Source: an optimization exercise on an open RTL-to-GDS flow (aim: small area). Production flows keep margins and buffers that such runs may drop.
In this exercise RTL edits were held to simulation tests only and were not proved equivalent to the original.
No activity file was given, so power comes from the tool's default toggle rates.

== build 13 ==
==> flow/design.v <==
module OQ1_Stopwatch(AN, Seg, Dot, CLK, Start, RESET);
  output [3:0] AN;
  output [6:0] Seg;
  output Dot;
  input CLK, Start, RESET;
  reg  [5:0] ms;
  wire       ms_fb = ms[5] ^ ms[0] ^ (ms[4:2] == 3'b101);
  wire       scan  = (ms[4:2] == 3'b000);
  always @(posedge CLK or posedge RESET)
    if (RESET) ms <= 6'h05;
    else       ms <= {ms[4:0], ms_fb};
  reg         counting;
  reg  [11:0] ds;
  wire        ds_fb = counting & (ds[11] ^ ds[9] ^ ds[0] ^ (ds[8:6] == 3'b000));
  wire        tick  = ((ds & 12'hdfb) == 12'h800);
  always @(posedge CLK or posedge RESET)
    if (RESET) begin
      counting <= 1'b0;
      ds       <= 12'h000;
    end else begin
      counting <= counting | Start;
      ds       <= {ds[10:0], ds_fb};
    end
  function [3:0] nx(input [3:0] d);
    nx = {(d[0] & d[1] & d[2]) | (d[0] & d[3]), (d[0] & d[1]), (d[0] & ~d[3]), ~(1'b0)};
  endfunction
  function is9(input [3:0] d);
    is9 = (d[0] & d[3]);
  endfunction
  function [6:0] sg(input [3:0] d);
    sg = {(d[0] & d[1] & d[2]) | (~d[1] & ~d[2] & ~d[3]), (d[0] & d[1]) | (d[1] & ~d[2]) | (d[0] & ~d[2] & ~d[3]), (d[0]) | (~d[1] & d[2]), (d[0] & ~d[1] & ~d[2]) | (~d[0] & ~d[1] & d[2]) | (d[0] & d[1] & d[2]), (~d[0] & d[1] & ~d[2]), (d[0] & ~d[1] & d[2]) | (~d[0] & d[1] & d[2]), (~d[0] & ~d[1] & d[2]) | (d[0] & ~d[1] & ~d[2] & ~d[3])};
  endfunction
  reg        pend;
  reg  [3:0] D0, D1, D2, D3;
  wire       e0 = scan & pend;
  wire       e1 = e0 & is9(D0);
  wire       e2 = e1 & is9(D1);
  wire       e3 = e2 & is9(D2);
  always @(posedge CLK or posedge RESET)
    if (RESET) begin
      pend <= 1'b0;
      D0 <= 4'b0000; D1 <= 4'b0000; D2 <= 4'b0000; D3 <= 4'b0000;
    end else begin
      pend <= tick | (pend & ~scan);
      D0 <= D0 ^ ({4{e0}} & nx(D0));
      D1 <= D1 ^ ({4{e1}} & nx(D1));
      D2 <= D2 ^ ({4{e2}} & nx(D2));
      D3 <= D3 ^ ({4{e3}} & nx(D3));
    end
  reg [1:0] sel;
  reg       dp;
  always @(posedge CLK or posedge RESET)
    if (RESET) begin
      sel <= 2'b00;
      dp  <= 1'b0;
    end else if (scan) begin
      sel <= {sel[0], ~sel[1]};
      dp  <= sel[1] | sel[0];
    end
  reg [3:0] dig;
  always @(*)
    case (sel)
      2'b00: dig = D0;
      2'b01: dig = D1;
      2'b11: dig = D2;
      default: dig = D3;
    endcase
  assign Seg = sg(dig);
  assign AN  = {~(sel == 2'b10), ~(sel == 2'b11), ~(sel == 2'b01), ~(sel == 2'b00)};
  assign Dot = dp;
endmodule
==> flow/config.mk <==
export PLATFORM = sky130hd
export DESIGN_NAME = OQ1_Stopwatch
export DESIGN_NICKNAME = OQ1_Stopwatch
export VERILOG_FILES = /design/flow/design.v
export SDC_FILE = /design/flow/constraint.sdc
export NUM_CORES = 4
export LEC_CHECK = 0
export CAP_MARGIN = 20
export CORE_MARGIN = 2
export CORE_UTILIZATION = 40
export SLEW_MARGIN = 20
==> flow/constraint.sdc <==
create_clock -name core_clock -period 10.0 [get_ports {CLK}]
set_input_delay 2.0000 -clock core_clock [delete_from_list [all_inputs] [get_ports {CLK}]]
set_output_delay 2.0000 -clock core_clock [all_outputs]
set_load 0.01 [all_outputs]
standard.sh (not shown) runs the stock make flow with config.mk's settings and CLKGATE_MAP_FILE= SYNTH_SCRIPT=/design/flow/synth_recipe.tcl, a recipe that flattens the netlist after the stock synthesis.
==> flow/flow/run.sh <==
#!/bin/bash
# Standard layout, with smaller port buffers, a clock tree without dummy
# loads, and the synthesized combinational cells at their smallest size.
set -euo pipefail
R=orfs/results/sky130hd/OQ1_Stopwatch/base
export BUFFER_PORTS_ARGS="-buffer_cell sky130_fd_sc_hd__buf_1"
export CTS_ARGS="-sink_clustering_enable -repair_clock_nets -dont_use_dummy_load"
bash standard.sh synth > synth.log 2>&1
cp $R/1_2_yosys.v synth_netlist_orig.v
python3 flow/downsize.py $R/1_2_yosys.v $FLOW_HOME/platforms/sky130hd/lib/sky130_fd_sc_hd__tt_025C_1v80.lib > downsize.log 2>&1
rm -f $R/1_synth.odb
bash standard.sh > layout.log 2>&1
==> flow/flow/downsize.py <==
#!/usr/bin/env python3
"""Swap each combinational cell of the synthesized netlist for the smallest
cell of the same function (same name up to the drive-strength suffix), as
timing has ample slack at the problem's period. Registers are left alone."""
import re, sys
net, lib = sys.argv[1], sys.argv[2]
dont = set(sys.argv[3].split()) if len(sys.argv) > 3 else set()
area = {}
for m in re.finditer(r'cell\s*\(\s*"?(\w+)"?\s*\)\s*\{.*?area\s*:\s*([\d.]+)', open(lib).read(), re.S):
    area[m.group(1)] = float(m.group(2))
fam = {}
for c, a in area.items():
    m = re.match(r'(sky130_fd_sc_hd__\w+?)_(\d+)$', c)
    if m and c not in dont:
        fam.setdefault(m.group(1), []).append((a, int(m.group(2)), c))
src = open(net).read()
def repl(m):
    c = m.group(1)
    b = re.match(r'(sky130_fd_sc_hd__\w+?)_(\d+)$', c)
    if not b or any(b.group(1).startswith('sky130_fd_sc_hd__' + p) for p in ('df', 'conb', 'lpflow', 'probe')):
        return m.group(0)
    best = min(fam.get(b.group(1), [(area.get(c, 1e9), 0, c)]))
    if best[0] < area.get(c, 1e9):
        return best[2] + m.group(2)
    return m.group(0)
out = re.sub(r'^\s*(sky130_fd_sc_hd__\w+)(\s)', lambda m: ' ' + repl(m).lstrip(), src, flags=re.M)
open(net, 'w').write(out)
> inputs changed (build 13 -> build 59)
--- a/flow/flow/run.sh
+++ b/flow/flow/run.sh
@@ -7 +7 @@
-export CTS_ARGS="-sink_clustering_enable -repair_clock_nets -dont_use_dummy_load"
+export CTS_ARGS="-sink_clustering_enable -repair_clock_nets -dont_use_dummy_load -buf_list sky130_fd_sc_hd__clkbuf_4 -sink_clustering_size 50 -sink_clustering_max_diameter 500"
Findings:
- Routing usage on met1: build 59 vs build 13 — no meaningful difference
- Diff build 59..build 13 | area of combinational cells with multiple inputs | unchanged
- Looking at final worst setup slack across both flows, build 59 is the weaker of the two, with build 13 ahead.
- As far as final count of negative-setup-slack endpoints goes, build 13 and build 59 are indistinguishable; the numbers are identical.
- From build 13 to build 59 the numbers moved as follows: post-detailed-routing wire length lower, final critical-path required period higher, final sequential cell count roughly the same, total power consumption of the routed design lower, global-route wire length before repair lower.
- Build 59 improves on build 13 in final area.
- Build 59: relative area change from synthesis to final layout lower than build 13
> inputs changed (build 59 -> build 57)
--- a/flow/flow/run.sh
+++ b/flow/flow/run.sh
@@ -7 +7 @@
-export CTS_ARGS="-sink_clustering_enable -repair_clock_nets -dont_use_dummy_load -buf_list sky130_fd_sc_hd__clkbuf_4 -sink_clustering_size 50 -sink_clustering_max_diameter 500"
+export CTS_ARGS="-sink_clustering_enable -repair_clock_nets -dont_use_dummy_load -buf_list sky130_fd_sc_hd__clkbuf_8 -sink_clustering_size 50 -sink_clustering_max_diameter 500"
==> comparison <==
The fraction of area in registers in build 57 sits 0.99 points below the value recorded for build 59. From build 59 to build 57, critical path depth did not move at all. Build 57 ends up with a switching share of power that is 0.55 points lower than in build 59. Delta (build 57 minus build 59): power after layout rose about 9%; area used by sequential logic in the layout did not really move.

==> what the ideal ports hide <==
The flow's constraints put no driver on any port. The routed layouts listed below were extracted and timed again, unchanged, in two steps. Step 1 (the two cells are an assumption about what drives the block):
set clk [get_ports {CLK}]
set_driving_cell -lib_cell sky130_fd_sc_hd__clkbuf_16 $clk
set_driving_cell -lib_cell sky130_fd_sc_hd__buf_2 [delete_from_list [all_inputs] $clk]
Step 2, shift: input delay + t, output delay - t, t = (earliest + latest rising clock arrival at the registers) / 2. This alone moves slack from input paths to output paths. Three values: no drivers, after step 1, after step 2; two values: the first two.
| run | shift t [ns] | setup WS [ns] | worst setup path at the end | clock arrival spread, ns | pins driven straight from the clock port |
|---|---|---|---|---|---|
| build 13 | 0.305 | 5.948 / 5.924 / 6.229 | register to output | 0.015 / 0.016 | 1 |
| build 59 | 0.340 | 5.890 / 5.868 / 6.208 | register to output | 0.026 / 0.026 | 1 |
| build 57 | 0.305 | 5.948 / 5.924 / 6.229 | register to output | 0.015 / 0.016 | 1 |
After both steps setup and hold are still met in every run listed.
